This design comes from an exercise in tuning for small area and a short achievable clock period on the open sky130 flow, not from production work.
In this exercise RTL edits were held to simulation tests only and were not proved equivalent to the original.
The flow treats the clock pin as an ideal source, which a real chip does not have.
No activity file was given, so power comes from the tool's default toggle rates.

`flow/config.mk`:
```
export PLATFORM = sky130hd
export DESIGN_NAME = CPU
export DESIGN_NICKNAME = CPU
export VERILOG_FILES = /design/flow/design.v
export SDC_FILE = /design/flow/constraint.sdc
export NUM_CORES = 4
export LEC_CHECK = 0
export CAP_MARGIN = 20
export CORE_MARGIN = 2
export CORE_UTILIZATION = 35
export SETUP_SLACK_MARGIN = 2.9
export SLEW_MARGIN = 20
export SYNTH_HIERARCHICAL = 1
export SYNTH_MINIMUM_KEEP_SIZE = 0
```
`flow/constraint.sdc`:
```
create_clock -name core_clock -period 5.0 [get_ports {clk}]
set_input_delay 1.0000 -clock core_clock [delete_from_list [all_inputs] [get_ports {clk}]]
set_output_delay 1.0000 -clock core_clock [all_outputs]
set_load 0.01 [all_outputs]
```
`flow/design.v`:
```
module EQZ16(
  input  [15:0] p,
  output        eq
);
  assign eq = ~|p;
endmodule
module g_inv(input a, output y); assign y = ~a; endmodule
module g_nand2(input a, b, output y); assign y = ~(a & b); endmodule
module g_nor2(input a, b, output y); assign y = ~(a | b); endmodule
module g_and2(input a, b, output y); assign y = a & b; endmodule
module g_xor2(input a, b, output y); assign y = a ^ b; endmodule
module g_xnor2(input a, b, output y); assign y = ~(a ^ b); endmodule
module g_aoi21(input a, b, c, output y); assign y = ~((a & b) | c); endmodule
module g_oai21(input a, b, c, output y); assign y = ~((a | b) & c); endmodule
module g_aoi22(input a, b, c, d, output y); assign y = ~((a & b) | (c & d)); endmodule
module g_aoi222(input a, b, c, d, e, f, output y); assign y = ~((a & b) | (c & d) | (e & f)); endmodule
module g_nand4(input a, b, c, d, output y); assign y = ~(a & b & c & d); endmodule
module g_mux2(input a, b, s, output y); assign y = s ? b : a; endmodule
module g_aoi221(input a, b, c, d, e, output y); assign y = ~((a & b) | (c & d) | e); endmodule
module g_nor2b(input a, bn, output y); assign y = ~(a | ~bn); endmodule
module pfx16_inv(input [15:0] p, input [15:0] g, input inv, output [15:0] s);
  wire w1;
  g_aoi21 u1(.a(p[1]), .b(g[0]), .c(g[1]), .y(w1));
  wire w2;
  g_aoi21 u2(.a(p[3]), .b(g[2]), .c(g[3]), .y(w2));
  wire w3;
  g_nand2 u3(.a(p[3]), .b(p[2]), .y(w3));
  wire w4;
  g_aoi21 u4(.a(p[5]), .b(g[4]), .c(g[5]), .y(w4));
  wire w5;
  g_nand2 u5(.a(p[5]), .b(p[4]), .y(w5));
  wire w6;
  g_aoi21 u6(.a(p[7]), .b(g[6]), .c(g[7]), .y(w6));
  wire w7;
  g_nand2 u7(.a(p[7]), .b(p[6]), .y(w7));
  wire w8;
  g_aoi21 u8(.a(p[9]), .b(g[8]), .c(g[9]), .y(w8));
  wire w9;
  g_nand2 u9(.a(p[9]), .b(p[8]), .y(w9));
  wire w10;
  g_aoi21 u10(.a(p[11]), .b(g[10]), .c(g[11]), .y(w10));
  wire w11;
  g_nand2 u11(.a(p[11]), .b(p[10]), .y(w11));
  wire w12;
  g_aoi21 u12(.a(p[13]), .b(g[12]), .c(g[13]), .y(w12));
  wire w13;
  g_nand2 u13(.a(p[13]), .b(p[12]), .y(w13));
  wire w14;
  g_aoi21 u14(.a(p[15]), .b(g[14]), .c(g[15]), .y(w14));
  wire w15;
  g_nand2 u15(.a(p[15]), .b(p[14]), .y(w15));
  wire w16;
  g_inv u16(.a(g[2]), .y(w16));
  wire w17;
  g_inv u17(.a(p[2]), .y(w17));
  wire w18;
  g_oai21 u18(.a(w17), .b(w1), .c(w16), .y(w18));
  wire w19;
  g_oai21 u19(.a(w3), .b(w1), .c(w2), .y(w19));
  wire w20;
  g_inv u20(.a(g[6]), .y(w20));
  wire w21;
  g_inv u21(.a(p[6]), .y(w21));
  wire w22;
  g_oai21 u22(.a(w21), .b(w4), .c(w20), .y(w22));
  wire w23;
  g_nor2 u23(.a(w21), .b(w5), .y(w23));
  wire w24;
  g_oai21 u24(.a(w7), .b(w4), .c(w6), .y(w24));
  wire w25;
  g_nor2 u25(.a(w7), .b(w5), .y(w25));
  wire w26;
  g_inv u26(.a(g[10]), .y(w26));
  wire w27;
  g_inv u27(.a(p[10]), .y(w27));
  wire w28;
  g_oai21 u28(.a(w27), .b(w8), .c(w26), .y(w28));
  wire w29;
  g_nor2 u29(.a(w27), .b(w9), .y(w29));
  wire w30;
  g_oai21 u30(.a(w11), .b(w8), .c(w10), .y(w30));
  wire w31;
  g_nor2 u31(.a(w11), .b(w9), .y(w31));
  wire w32;
  g_inv u32(.a(g[14]), .y(w32));
  wire w33;
  g_inv u33(.a(p[14]), .y(w33));
  wire w34;
  g_oai21 u34(.a(w33), .b(w12), .c(w32), .y(w34));
  wire w35;
  g_nor2 u35(.a(w33), .b(w13), .y(w35));
  wire w36;
  g_oai21 u36(.a(w15), .b(w12), .c(w14), .y(w36));
  wire w37;
  g_nor2 u37(.a(w15), .b(w13), .y(w37));
  wire w38;
  g_aoi21 u38(.a(p[4]), .b(w19), .c(g[4]), .y(w38));
  wire w39;
  g_inv u39(.a(w4), .y(w39));
  wire w40;
  g_inv u40(.a(w5), .y(w40));
  wire w41;
  g_aoi21 u41(.a(w40), .b(w19), .c(w39), .y(w41));
  wire w42;
  g_aoi21 u42(.a(w23), .b(w19), .c(w22), .y(w42));
  wire w43;
  g_aoi21 u43(.a(w25), .b(w19), .c(w24), .y(w43));
  wire w44;
  g_aoi21 u44(.a(p[12]), .b(w30), .c(g[12]), .y(w44));
  wire w45;
  g_nand2 u45(.a(p[12]), .b(w31), .y(w45));
  wire w46;
  g_inv u46(.a(w12), .y(w46));
  wire w47;
  g_inv u47(.a(w13), .y(w47));
  wire w48;
  g_aoi21 u48(.a(w47), .b(w30), .c(w46), .y(w48));
  wire w49;
  g_nand2 u49(.a(w47), .b(w31), .y(w49));
  wire w50;
  g_aoi21 u50(.a(w35), .b(w30), .c(w34), .y(w50));
  wire w51;
  g_nand2 u51(.a(w35), .b(w31), .y(w51));
  wire w52;
  g_aoi21 u52(.a(w37), .b(w30), .c(w36), .y(w52));
  wire w53;
  g_nand2 u53(.a(w37), .b(w31), .y(w53));
  wire w54;
  g_inv u54(.a(g[8]), .y(w54));
  wire w55;
  g_inv u55(.a(p[8]), .y(w55));
  wire w56;
  g_oai21 u56(.a(w55), .b(w43), .c(w54), .y(w56));
  wire w57;
  g_oai21 u57(.a(w9), .b(w43), .c(w8), .y(w57));
  wire w58;
  g_inv u58(.a(w28), .y(w58));
  wire w59;
  g_inv u59(.a(w29), .y(w59));
  wire w60;
  g_oai21 u60(.a(w59), .b(w43), .c(w58), .y(w60));
  wire w61;
  g_inv u61(.a(w30), .y(w61));
  wire w62;
  g_inv u62(.a(w31), .y(w62));
  wire w63;
  g_oai21 u63(.a(w62), .b(w43), .c(w61), .y(w63));
  wire w64;
  g_oai21 u64(.a(w45), .b(w43), .c(w44), .y(w64));
  wire w65;
  g_oai21 u65(.a(w49), .b(w43), .c(w48), .y(w65));
  wire w66;
  g_oai21 u66(.a(w51), .b(w43), .c(w50), .y(w66));
  wire w67;
  g_oai21 u67(.a(w53), .b(w43), .c(w52), .y(w67));
  wire w68;
  g_xor2 u68(.a(p[0]), .b(inv), .y(w68));
  wire w69;
  g_xor2 u69(.a(p[1]), .b(inv), .y(w69));
  wire w70;
  g_xor2 u70(.a(p[2]), .b(inv), .y(w70));
  wire w71;
  g_xor2 u71(.a(p[3]), .b(inv), .y(w71));
  wire w72;
  g_xor2 u72(.a(p[4]), .b(inv), .y(w72));
  wire w73;
  g_xor2 u73(.a(p[5]), .b(inv), .y(w73));
  wire w74;
  g_xor2 u74(.a(p[6]), .b(inv), .y(w74));
  wire w75;
  g_xor2 u75(.a(p[7]), .b(inv), .y(w75));
  wire w76;
  g_xor2 u76(.a(p[8]), .b(inv), .y(w76));
  wire w77;
  g_xor2 u77(.a(p[9]), .b(inv), .y(w77));
  wire w78;
  g_xor2 u78(.a(p[10]), .b(inv), .y(w78));
  wire w79;
  g_xor2 u79(.a(p[11]), .b(inv), .y(w79));
  wire w80;
  g_xor2 u80(.a(p[12]), .b(inv), .y(w80));
  wire w81;
  g_xor2 u81(.a(p[13]), .b(inv), .y(w81));
  wire w82;
  g_xor2 u82(.a(p[14]), .b(inv), .y(w82));
  wire w83;
  g_xor2 u83(.a(p[15]), .b(inv), .y(w83));
  wire w84;
  g_xor2 u84(.a(w69), .b(g[0]), .y(w84));
  wire w85;
  g_xnor2 u85(.a(w70), .b(w1), .y(w85));
  wire w86;
  g_xor2 u86(.a(w71), .b(w18), .y(w86));
  wire w87;
  g_xor2 u87(.a(w72), .b(w19), .y(w87));
  wire w88;
  g_xnor2 u88(.a(w73), .b(w38), .y(w88));
  wire w89;
  g_xnor2 u89(.a(w74), .b(w41), .y(w89));
  wire w90;
  g_xnor2 u90(.a(w75), .b(w42), .y(w90));
  wire w91;
  g_xnor2 u91(.a(w76), .b(w43), .y(w91));
  wire w92;
  g_xor2 u92(.a(w77), .b(w56), .y(w92));
  wire w93;
  g_xor2 u93(.a(w78), .b(w57), .y(w93));
  wire w94;
  g_xor2 u94(.a(w79), .b(w60), .y(w94));
  wire w95;
  g_xor2 u95(.a(w80), .b(w63), .y(w95));
  wire w96;
  g_xor2 u96(.a(w81), .b(w64), .y(w96));
  wire w97;
  g_xor2 u97(.a(w82), .b(w65), .y(w97));
  wire w98;
  g_xor2 u98(.a(w83), .b(w66), .y(w98));
  assign s[0] = w68;
  assign s[1] = w84;
  assign s[2] = w85;
  assign s[3] = w86;
  assign s[4] = w87;
  assign s[5] = w88;
  assign s[6] = w89;
  assign s[7] = w90;
  assign s[8] = w91;
  assign s[9] = w92;
  assign s[10] = w93;
  assign s[11] = w94;
  assign s[12] = w95;
  assign s[13] = w96;
  assign s[14] = w97;
  assign s[15] = w98;
endmodule
module pfx16(input [15:0] p, input [15:0] g, output [15:0] s);
  wire w1;
  g_aoi21 u1(.a(p[1]), .b(g[0]), .c(g[1]), .y(w1));
  wire w2;
  g_aoi21 u2(.a(p[3]), .b(g[2]), .c(g[3]), .y(w2));
  wire w3;
  g_nand2 u3(.a(p[3]), .b(p[2]), .y(w3));
  wire w4;
  g_aoi21 u4(.a(p[5]), .b(g[4]), .c(g[5]), .y(w4));
  wire w5;
  g_nand2 u5(.a(p[5]), .b(p[4]), .y(w5));
  wire w6;
  g_aoi21 u6(.a(p[7]), .b(g[6]), .c(g[7]), .y(w6));
  wire w7;
  g_nand2 u7(.a(p[7]), .b(p[6]), .y(w7));
  wire w8;
  g_aoi21 u8(.a(p[9]), .b(g[8]), .c(g[9]), .y(w8));
  wire w9;
  g_nand2 u9(.a(p[9]), .b(p[8]), .y(w9));
  wire w10;
  g_aoi21 u10(.a(p[11]), .b(g[10]), .c(g[11]), .y(w10));
  wire w11;
  g_nand2 u11(.a(p[11]), .b(p[10]), .y(w11));
  wire w12;
  g_aoi21 u12(.a(p[13]), .b(g[12]), .c(g[13]), .y(w12));
  wire w13;
  g_nand2 u13(.a(p[13]), .b(p[12]), .y(w13));
  wire w14;
  g_aoi21 u14(.a(p[15]), .b(g[14]), .c(g[15]), .y(w14));
  wire w15;
  g_nand2 u15(.a(p[15]), .b(p[14]), .y(w15));
  wire w16;
  g_inv u16(.a(g[2]), .y(w16));
  wire w17;
  g_inv u17(.a(p[2]), .y(w17));
  wire w18;
  g_oai21 u18(.a(w17), .b(w1), .c(w16), .y(w18));
  wire w19;
  g_oai21 u19(.a(w3), .b(w1), .c(w2), .y(w19));
  wire w20;
  g_inv u20(.a(g[6]), .y(w20));
  wire w21;
  g_inv u21(.a(p[6]), .y(w21));
  wire w22;
  g_oai21 u22(.a(w21), .b(w4), .c(w20), .y(w22));
  wire w23;
  g_nor2 u23(.a(w21), .b(w5), .y(w23));
  wire w24;
  g_oai21 u24(.a(w7), .b(w4), .c(w6), .y(w24));
  wire w25;
  g_nor2 u25(.a(w7), .b(w5), .y(w25));
  wire w26;
  g_inv u26(.a(g[10]), .y(w26));
  wire w27;
  g_inv u27(.a(p[10]), .y(w27));
  wire w28;
  g_oai21 u28(.a(w27), .b(w8), .c(w26), .y(w28));
  wire w29;
  g_nor2 u29(.a(w27), .b(w9), .y(w29));
  wire w30;
  g_oai21 u30(.a(w11), .b(w8), .c(w10), .y(w30));
  wire w31;
  g_nor2 u31(.a(w11), .b(w9), .y(w31));
  wire w32;
  g_inv u32(.a(g[14]), .y(w32));
  wire w33;
  g_inv u33(.a(p[14]), .y(w33));
  wire w34;
  g_oai21 u34(.a(w33), .b(w12), .c(w32), .y(w34));
  wire w35;
  g_nor2 u35(.a(w33), .b(w13), .y(w35));
  wire w36;
  g_oai21 u36(.a(w15), .b(w12), .c(w14), .y(w36));
  wire w37;
  g_nor2 u37(.a(w15), .b(w13), .y(w37));
  wire w38;
  g_aoi21 u38(.a(p[4]), .b(w19), .c(g[4]), .y(w38));
  wire w39;
  g_inv u39(.a(w4), .y(w39));
  wire w40;
  g_inv u40(.a(w5), .y(w40));
  wire w41;
  g_aoi21 u41(.a(w40), .b(w19), .c(w39), .y(w41));
  wire w42;
  g_aoi21 u42(.a(w23), .b(w19), .c(w22), .y(w42));
  wire w43;
  g_aoi21 u43(.a(w25), .b(w19), .c(w24), .y(w43));
  wire w44;
  g_aoi21 u44(.a(p[12]), .b(w30), .c(g[12]), .y(w44));
  wire w45;
  g_nand2 u45(.a(p[12]), .b(w31), .y(w45));
  wire w46;
  g_inv u46(.a(w12), .y(w46));
  wire w47;
  g_inv u47(.a(w13), .y(w47));
  wire w48;
  g_aoi21 u48(.a(w47), .b(w30), .c(w46), .y(w48));
  wire w49;
  g_nand2 u49(.a(w47), .b(w31), .y(w49));
  wire w50;
  g_aoi21 u50(.a(w35), .b(w30), .c(w34), .y(w50));
  wire w51;
  g_nand2 u51(.a(w35), .b(w31), .y(w51));
  wire w52;
  g_aoi21 u52(.a(w37), .b(w30), .c(w36), .y(w52));
  wire w53;
  g_nand2 u53(.a(w37), .b(w31), .y(w53));
  wire w54;
  g_inv u54(.a(g[8]), .y(w54));
  wire w55;
  g_inv u55(.a(p[8]), .y(w55));
  wire w56;
  g_oai21 u56(.a(w55), .b(w43), .c(w54), .y(w56));
  wire w57;
  g_oai21 u57(.a(w9), .b(w43), .c(w8), .y(w57));
  wire w58;
  g_inv u58(.a(w28), .y(w58));
  wire w59;
  g_inv u59(.a(w29), .y(w59));
  wire w60;
  g_oai21 u60(.a(w59), .b(w43), .c(w58), .y(w60));
  wire w61;
  g_inv u61(.a(w30), .y(w61));
  wire w62;
  g_inv u62(.a(w31), .y(w62));
  wire w63;
  g_oai21 u63(.a(w62), .b(w43), .c(w61), .y(w63));
  wire w64;
  g_oai21 u64(.a(w45), .b(w43), .c(w44), .y(w64));
  wire w65;
  g_oai21 u65(.a(w49), .b(w43), .c(w48), .y(w65));
  wire w66;
  g_oai21 u66(.a(w51), .b(w43), .c(w50), .y(w66));
  wire w67;
  g_oai21 u67(.a(w53), .b(w43), .c(w52), .y(w67));
  wire w68;
  g_xor2 u68(.a(p[1]), .b(g[0]), .y(w68));
  wire w69;
  g_xnor2 u69(.a(p[2]), .b(w1), .y(w69));
  wire w70;
  g_xor2 u70(.a(p[3]), .b(w18), .y(w70));
  wire w71;
  g_xor2 u71(.a(p[4]), .b(w19), .y(w71));
  wire w72;
  g_xnor2 u72(.a(p[5]), .b(w38), .y(w72));
  wire w73;
  g_xnor2 u73(.a(p[6]), .b(w41), .y(w73));
  wire w74;
  g_xnor2 u74(.a(p[7]), .b(w42), .y(w74));
  wire w75;
  g_xnor2 u75(.a(p[8]), .b(w43), .y(w75));
  wire w76;
  g_xor2 u76(.a(p[9]), .b(w56), .y(w76));
  wire w77;
  g_xor2 u77(.a(p[10]), .b(w57), .y(w77));
  wire w78;
  g_xor2 u78(.a(p[11]), .b(w60), .y(w78));
  wire w79;
  g_xor2 u79(.a(p[12]), .b(w63), .y(w79));
  wire w80;
  g_xor2 u80(.a(p[13]), .b(w64), .y(w80));
  wire w81;
  g_xor2 u81(.a(p[14]), .b(w65), .y(w81));
  wire w82;
  g_xor2 u82(.a(p[15]), .b(w66), .y(w82));
  assign s[0] = p[0];
  assign s[1] = w68;
  assign s[2] = w69;
  assign s[3] = w70;
  assign s[4] = w71;
  assign s[5] = w72;
  assign s[6] = w73;
  assign s[7] = w74;
  assign s[8] = w75;
  assign s[9] = w76;
  assign s[10] = w77;
  assign s[11] = w78;
  assign s[12] = w79;
  assign s[13] = w80;
  assign s[14] = w81;
  assign s[15] = w82;
endmodule
module CPU(
input clk,
input reset,
output[15:0]imem_addr,
input[15:0]imem_data,
output dmem_re,
output dmem_we,
output[15:0]dmem_addr,
output[15:0]dmem_wdata,
input[15:0]dmem_rdata,
output wb_en,
output[2:0]wb_reg,
output[15:0]wb_data
);
reg [15:0] pc;
assign imem_addr = pc;
reg if_add, if_sub, if_movi, if_lodr, if_stor, if_jmp, if_jeq;
reg [10:0] if_f;       
reg [15:0] rf [7:0];
reg        wb_en_r;
reg [2:0]  wb_reg_r;
reg [15:0] wb_data_r;
always @(posedge clk)
  if (wb_en_r) rf[wb_reg_r] <= wb_data_r;
wire [2:0] id_ra = if_f[10:8];
wire [2:0] id_rb = if_f[7:5];
wire id_add  = if_add;
wire id_sub  = if_sub;
wire id_movi = if_movi;
wire id_lodr = if_lodr;
wire id_stor = if_stor;
wire id_jmp  = if_jmp;
wire id_jeq  = if_jeq;
wire id_rw   = id_add | id_sub | id_movi | id_lodr;
wire [11:0] id_djmp = {if_f[10], if_f} - 12'd2;
reg ex_rw, ex_mr, ex_mw, ex_jeq, ex_jmp, ex_sub;
reg ex_s1p, ex_s1n, ex_s2, ex_e2;
reg [15:0] ex_d1s;     
reg [15:0] ex_d2;
reg [2:0]  ex_rd;
reg [4:0]  ex_off;
reg mem_rw, mem_mr, mem_mw, mem_tk, mem_ld;
reg [15:0] mem_x, mem_addr;
reg [2:0]  mem_rd;
wire fwd1 = ex_rw & (ex_rd == id_ra);
wire fwd2 = ex_rw & (ex_rd == id_rb);
wire id_use1 = id_add | id_sub | id_lodr | id_jeq;
wire id_s1 = fwd1 & id_use1;
wire id_s2 = fwd2 & id_use1;
wire id_e1 = ~id_s1 & ~id_movi;
wire id_e2 = ~id_s2 & ~id_stor;
wire [7:0] sel1, sel2;
genvar gi;
generate
  for (gi = 0; gi < 8; gi = gi + 1) begin : dec
    assign sel1[gi] = (id_ra == gi);
    assign sel2[gi] = (id_rb == gi) & ~id_movi;
  end
endgenerate
wire [15:0] id_imm = {{8{if_f[7]}}, if_f[7:0]};
wire [15:0] id_rd1, id_d2;
wire [15:0] r1a, r1b, r1c, r1d, r2a, r2b, r2c, r2d;
generate
  for (gi = 0; gi < 16; gi = gi + 1) begin : rd
    g_aoi22  u1a(.a(sel1[0]), .b(rf[0][gi]), .c(sel1[1]), .d(rf[1][gi]), .y(r1a[gi]));
    g_aoi22  u1b(.a(sel1[2]), .b(rf[2][gi]), .c(sel1[3]), .d(rf[3][gi]), .y(r1b[gi]));
    g_aoi22  u1c(.a(sel1[4]), .b(rf[4][gi]), .c(sel1[5]), .d(rf[5][gi]), .y(r1c[gi]));
    g_aoi22  u1d(.a(sel1[6]), .b(rf[6][gi]), .c(sel1[7]), .d(rf[7][gi]), .y(r1d[gi]));
    g_nand4  u1(.a(r1a[gi]), .b(r1b[gi]), .c(r1c[gi]), .d(r1d[gi]), .y(id_rd1[gi]));
    g_aoi22  u2a(.a(sel2[0]), .b(rf[0][gi]), .c(sel2[1]), .d(rf[1][gi]), .y(r2a[gi]));
    g_aoi22  u2b(.a(sel2[2]), .b(rf[2][gi]), .c(sel2[3]), .d(rf[3][gi]), .y(r2b[gi]));
    g_aoi22  u2c(.a(sel2[4]), .b(rf[4][gi]), .c(sel2[5]), .d(rf[5][gi]), .y(r2c[gi]));
    g_aoi222 u2d(.a(sel2[6]), .b(rf[6][gi]), .c(sel2[7]), .d(rf[7][gi]), .e(id_movi), .f(id_imm[gi]), .y(r2d[gi]));
    g_nand4  u2(.a(r2a[gi]), .b(r2b[gi]), .c(r2c[gi]), .d(r2d[gi]), .y(id_d2[gi]));
  end
endgenerate
wire flush = ex_jmp | mem_tk;
wire kill  = reset | flush;
wire [15:0] mem_xi, na, nb, alu_p, alu_g, alu;
generate
  for (gi = 0; gi < 16; gi = gi + 1) begin : exb
    g_inv   ux(.a(mem_x[gi]), .y(mem_xi[gi]));
    g_aoi221 ua(.a(ex_s1p), .b(mem_x[gi]), .c(ex_s1n), .d(mem_xi[gi]), .e(ex_d1s[gi]), .y(na[gi]));
    g_aoi22 ub(.a(ex_s2), .b(mem_x[gi]), .c(ex_e2), .d(ex_d2[gi]), .y(nb[gi]));
    g_xor2  up(.a(na[gi]), .b(nb[gi]), .y(alu_p[gi]));
    g_nor2  ug(.a(na[gi]), .b(nb[gi]), .y(alu_g[gi]));
  end
endgenerate
pfx16_inv alu_add(.p(alu_p), .g(alu_g), .inv(ex_sub), .s(alu));
wire [7:0] eq_a;
wire [1:0] eq_b;
wire       eq;
generate
  for (gi = 0; gi < 8; gi = gi + 1) begin : eqa
    g_nor2 u(.a(alu_p[2*gi]), .b(alu_p[2*gi+1]), .y(eq_a[gi]));
  end
  for (gi = 0; gi < 2; gi = gi + 1) begin : eqb
    g_nand4 u(.a(eq_a[4*gi]), .b(eq_a[4*gi+1]), .c(eq_a[4*gi+2]), .d(eq_a[4*gi+3]), .y(eq_b[gi]));
  end
endgenerate
g_nor2 ueq(.a(eq_b[0]), .b(eq_b[1]), .y(eq));
wire [5:0]  djeq = {ex_off[4], ex_off} - 6'd3;
assign dmem_re    = mem_mr;
assign dmem_we    = mem_mw;
assign dmem_addr  = mem_addr;
assign dmem_wdata = mem_x;
wire [15:0] mem_res = mem_ld ? dmem_rdata : mem_x;
reg  [11:0] dnj;        
reg  [5:0]  mem_djeq;   
wire tk_next  = ~(reset | mem_tk) & ex_jeq & eq;
wire jmp_next = ~kill & id_jmp;
wire        ntk;
wire [11:0] djeq_ext = {{6{mem_djeq[5]}}, mem_djeq};
wire [11:0] ndelta;     
g_inv utk(.a(mem_tk), .y(ntk));
generate
  for (gi = 0; gi < 12; gi = gi + 1) begin : dsel
    g_aoi22 u(.a(mem_tk), .b(djeq_ext[gi]), .c(ntk), .d(dnj[gi]), .y(ndelta[gi]));
  end
endgenerate
wire [15:0] pc_sum, pc_p, pc_g;
wire [15:0] ndext = {{4{ndelta[11]}}, ndelta};
generate
  for (gi = 0; gi < 16; gi = gi + 1) begin : pcb
    g_xnor2 up(.a(pc[gi]), .b(ndext[gi]), .y(pc_p[gi]));
    g_nor2b ug(.a(ndext[gi]), .bn(pc[gi]), .y(pc_g[gi]));
  end
endgenerate
pfx16 pc_add(.p(pc_p), .g(pc_g), .s(pc_sum));
always @(posedge clk) begin
  if (reset) pc <= 16'd0;
  else       pc <= pc_sum;
  dnj <= jmp_next ? id_djmp : 12'd1;
  mem_djeq <= djeq;
  if (kill) begin
    if_add <= 1'b0; if_sub <= 1'b0; if_movi <= 1'b0; if_lodr <= 1'b0;
    if_stor <= 1'b0; if_jmp <= 1'b0; if_jeq <= 1'b0;
  end else begin
    if_add  <= (imem_data[15:11] == 5'd1);
    if_sub  <= (imem_data[15:11] == 5'd2);
    if_movi <= (imem_data[15:11] == 5'd3);
    if_lodr <= (imem_data[15:11] == 5'd4);
    if_stor <= (imem_data[15:11] == 5'd5);
    if_jmp  <= (imem_data[15:11] == 5'd6);
    if_jeq  <= (imem_data[15:11] == 5'd7);
  end
  if_f <= imem_data[10:0];
  if (kill) begin
    ex_rw <= 1'b0; ex_mr <= 1'b0; ex_mw <= 1'b0;
    ex_jeq <= 1'b0; ex_jmp <= 1'b0;
  end else begin
    ex_rw <= id_rw; ex_mr <= id_lodr; ex_mw <= id_stor;
    ex_jeq <= id_jeq; ex_jmp <= id_jmp;
  end
  ex_sub <= id_sub;
  ex_s1p <= id_s1 & ~id_sub; ex_s1n <= id_s1 & id_sub;
  ex_s2 <= id_s2; ex_e2 <= id_e2;
  ex_d1s <= (id_rd1 ^ {16{id_sub}}) & {16{id_e1}};
  ex_d2 <= id_d2;
  ex_rd <= id_ra;
  ex_off <= if_f[4:0];
  if (reset | mem_tk) begin
    mem_rw <= 1'b0; mem_mr <= 1'b0; mem_mw <= 1'b0;
  end else begin
    mem_rw <= ex_rw; mem_mr <= ex_mr; mem_mw <= ex_mw;
  end
  mem_tk <= tk_next;
  mem_ld <= ex_mr;         
  mem_x <= alu;
  mem_addr <= ex_d2;
  mem_rd <= ex_rd;
  if (reset) wb_en_r <= 1'b0;
  else       wb_en_r <= mem_rw;
  wb_reg_r  <= mem_rd;
  wb_data_r <= mem_res;
end
assign wb_en   = wb_en_r;
assign wb_reg  = wb_reg_r;
assign wb_data = wb_data_r;
endmodule
```
`flow/flow/run.sh`:
```
#!/bin/bash
# Own layout flow: the standard ORFS flow (standard.sh, standard synthesis) with these changes:
#  - port buffers are sky130 buf_2 cells
#  - CTS with larger sink clusters and no dummy loads
#  - area recovery (flow/area_recover.tcl): after CTS's timing repair,
#    cells are downsized where the worst setup slack stays at or above
#    SETUP_SLACK_MARGIN plus some headroom (post_cts.tcl)
# Each step's full output goes to its own log here; ORFS keeps its per-step logs under orfs/logs.
set -euo pipefail
here="$(cd "$(dirname "${BASH_SOURCE[0]}")" && pwd)"
export BUFFER_PORTS_ARGS="-buffer_cell sky130_fd_sc_hd__buf_2"
export CTS_ARGS="-sink_clustering_enable -repair_clock_nets -sink_clustering_size 30 -sink_clustering_max_diameter 80 -dont_use_dummy_load"
export POST_CTS_TCL="$here/post_cts.tcl"
bash standard.sh synth > synth.log 2>&1
bash standard.sh finish > layout.log 2>&1
```
`flow/flow/area_recover.tcl`:
```
# Area recovery: try each standard cell at a smaller drive strength of the same
# function (same cell name up to the _N suffix), keeping the change only if the
# worst setup slack stays at or above the flow's setup margin and no max
# slew/capacitance violation appears.
proc my_area_recover {margin} {
  set db [ord::get_db]
  set block [ord::get_db_block]
  set lib_masters {}
  foreach lib [$db getLibs] {
    foreach m [$lib getMasters] { dict set lib_masters [$m getName] $m }
  }
  set dont_use [expr {[info exists ::env(DONT_USE_CELLS)] ? $::env(DONT_USE_CELLS) : {}}]
  set base_slew [sta::max_slew_violation_count]
  set base_cap [sta::max_capacitance_violation_count]
  set ws0 [worst_slack -max]
  set floor [expr {min($margin, $ws0)}]
  set saved 0.0
  set changed 0
  # visit cells from the largest slack down: sort by worst slack on their output pins
  set cands {}
  foreach inst [$block getInsts] {
    set mname [[$inst getMaster] getName]
    if {![regexp {^(sky130_fd_sc_hd__[a-z0-9]+)_([0-9]+)$} $mname -> base drive]} continue
    if {[string match "*clkbuf*" $base] || [string match "*clkinv*" $base] || [string match "*tap*" $base] || [string match "*fill*" $base] || [string match "*decap*" $base]} continue
    if {[$inst isFixed]} continue
    lappend cands [list $inst $base $drive]
  }
  foreach c $cands {
    lassign $c inst base drive
    set cur [$inst getMaster]
    # smaller drives of the same base, smallest first
    set opts {}
    foreach d {0 1 2 4 6 8 12 16} {
      if {$d >= $drive} continue
      set n "${base}_$d"
      if {![dict exists $lib_masters $n]} continue
      if {[lsearch -exact $dont_use $n] >= 0} continue
      set m [dict get $lib_masters $n]
      if {[$m getWidth] >= [$cur getWidth]} continue
      lappend opts $m
    }
    foreach m $opts {
      set old [$inst getMaster]
      set ok [$inst swapMaster $m]
      if {!$ok} continue
      set ws [worst_slack -max]
      if {$ws >= $floor && [sta::max_slew_violation_count] <= $base_slew && [sta::max_capacitance_violation_count] <= $base_cap} {
        set saved [expr {$saved + ([$old getWidth] - [$m getWidth]) * [$m getHeight] / 1e6}]
        incr changed
        break
      } else {
        $inst swapMaster $old
      }
    }
  }
  puts "area recovery: $changed cells downsized, [format %.1f $saved] um2 saved, worst slack [worst_slack -max]"
}
```
`flow/flow/post_cts.tcl`:
```
# POST_CTS hook: recover area on paths with slack to spare after CTS's timing repair,
# leaving some headroom for the routing parasitics that come next.
source [file join [file dirname [info script]] area_recover.tcl]
my_area_recover [expr {$::env(SETUP_SLACK_MARGIN) + 0.15}]
```
`flow/standard.sh`:
```
#!/bin/bash
# synth_recipe.tcl (not shown) runs the flow's synth.tcl, then flattens the netlist and writes it again
# the make line also repeats each setting of config.mk as NAME=value (left out here)
make -C /OpenROAD-flow-scripts/flow DESIGN_CONFIG=/design/flow/config.mk WORK_HOME=/design/flow/orfs CLKGATE_MAP_FILE= SYNTH_SCRIPT=/design/flow/synth_recipe.tcl "${@:-finish}"
```
==> impl_metrics.ini <==
[outcome]
status = complete, no violations

[worst_setup_path]
endpoint_kind = flop
worstPathArrival_ps = 2520
r2r_cells = 11
crit_type = flop to flop
r2r-end = pc[10]
cp_max_fo = 8
r2r_slack_ps = 2870
crit_path_start_kind = flop
critPathRequiredTime_ps = 5390
timing.rr.start = mem_tk

[floorplanning]
initial_core_util_pct = 35.5
die-area_sq_um = 37700
placementRows = 69
die_y_microns = 194
pin_count = 104
die_w_microns = 194
core-area_sq_um = 35600

[min_path]
holdCritStartpoint = mem_rd[0]
hold_depth = 0
worstHoldPathType = flop to flop
holdPathEnd = wb_reg_r[0]

[sta]
timing.fmax_ghz = 0.470
skew_ps = 43.3
tns_ps = 0
slew_headroom_pct = 38.0
tightest_slew_ps = 929
finalCritPeriodShare_pct = 42.6
setup_viol = 0
report.final.slew_viol_count = 0
hold_violations = 0
rsz0062_at_grt = true
finalCriticalPeriod_ps = 2130

[global_routing]
overflow = 0
grt_antenna_before_repair = 0
grt_max_degree = 30
grt_pass1_wl_microns = 50400
grt_usage_pct = 17.2
grt_pass1_vias = 8442

[routing]
routedWlPerCell_microns = 20.9
routed.top_layer = met4
ant_nets = 0
drtIter0Drc = 795
wl_met3_microns = 2220
dr_wl_met2_microns = 15800
wl_met1_microns = 14400
drtPass1Iterations = 6
routed_via_density = 5.21
drt_wl_total_microns = 33200
drc = 0
vias = 8287

[run]
maxCapViolations = 0

[clock_tree]
clock-sinks = 290
path_clk_slew_ps = 90
cts_tree = yes
clk_latency_ps = 510

[finish]
fillers = 3511
drive_gt1_share_pct = 21.3
area_delta_synth_final_pct = 9.15
finalNetCount = 1167
design_area_sq_um = 13800
diodes = 0

[place]
dp_hpwl_microns = 21800
place_area_sq_um = 13800
portBuffers = 103
gp_congestion = 0.784

[synthesis]
synth_area_sq_um = 12600
syn_avg_cell_area_sq_um = 12.9
synth_fp_nets = 1016
netlist_instances = 980
ys_warn_count = 7

[power_and_ir_drop]
ir_worst_vdd_v = 0.000383
p_leak_nw = 4.85
p_per_area_nw_per_um2 = 377
==> flip-flops by register name, summed over array words and instances, names as in the netlist, 3 cells and up <==
signal and count:
wb_data_r 16, ex_d2 16, dnj 12, pc 16
mem_addr 16, ex_d1s 16, mem_djeq 6, ex_rd 3
if_f 11, wb_reg_r 3, mem_x 16, mem_rd 3
ex_off 5, rf 128
==> per-stage QoR <==
stage | hold WS (ps) | std cells | setup WS (ps) | total power, mW | util (%)
final | 328 | 1590 | 2870 | 5.20 | 38.8
after floorplan | 310 | 980 | 2390 | 3.57 | -
after detailed placement | 315 | 1521 | 2170 | 3.88 | 38.9
after global routing | 334 | 1590 | 2790 | 5.44 | 38.8
after global placement | 310 | 1521 | 2220 | 3.88 | 38.9
==> worst max-delay path by stage <==
stage	startpoint	to	slack, ps	depth (start not counted)
floorplan	mem_tk	pc[13]	2390	10
global route	mem_tk	pc[15]	2790	10
finish	mem_tk	pc[10]	2870	11
global placement	mem_tk	pc[14]	2220	9
detailed placement	mem_tk	pc[15]	2170	9
==> placed cells by master, fill, tap and decap left out, types with 16 or more instances in the layout <==
master / count
a21oi_1: 21
a222oi_1: 16
a22oi_1: 128
buf_1: 106
clkbuf_16: 16
clkbuf_2: 45
dfxtp_1: 111
dfxtp_2: 24
dfxtp_4: 27
edfxtp_1: 128
inv_1: 59
mux2_2: 17
nand2_1: 25
nand4_1: 34
nor2_1: 71
nor2b_1: 31
o21ai_1: 18
xnor2_1: 36
xor2_1: 50
==> cell type report <==
type                    instances  area (sq um)  share of cell area, %
inverters                      60           229                   1.66
flip-flops and latches        290          7220                   52.3
repair buffers                179           871                   6.31
multi-input cells             584          4500                   32.6
clock buffers                  16           400                   2.90
well taps                     461           577                   4.18
==> power by group <==
group / internal (mW) / total, mW / switching, mW
Sequential: 2.82 / 3.07 / 0.250
Combinational: 0.325 / 0.829 / 0.504
Clock: 0.575 / 1.29 / 0.719
==> critical path, cell delays in order, from the launching register on <==
cell and delay, ps:
dfxtp_4 390, clkinvlp_4 120, buf_12 150, a22oi_2 200, xnor2_2 150, a21oi_2 210, o21ai_1 130, a21oi_4 150
buf_12 150, o21ai_2 60, xor2_1 170, nor2b_1 140
==> layer usage <==
metal	global-route usage, %	up-vias
met5	0	-
met4	5.56	0
met3	2.89	59
met2	28.8	250
met1	22.7	4086
li1	-	3892

==> separate check: timing with driven ports <==
How much do the figures lean on ideal ports? The routed layout below was timed once more, with nothing changed but the port constraints. Step 1: set_driving_cell puts a clkbuf_16 on clk and a buf_2 on each other input, an assumption about the parent block. Step 2 moves the port delays by t, midway between the first and last clock arrival at a register: inputs arrive t later, outputs are due t later. That takes back most of the time a late clock gives input paths. a / b / c = ideal / step 1 / step 2; a / b = the first two.
shift t [ns]: 0.540
setup slack, ns: 2.870 / 2.838 / 2.490
hold slack, ns: 0.328 / 0.328 / 0.328
worst data-port slew with drivers (ns): 0.05
pins driven straight from the clock port: 1
After both steps setup and hold are still met in this run. The setup slack of this run moves by -0.032 ns with the drivers and by -0.380 ns with both steps.
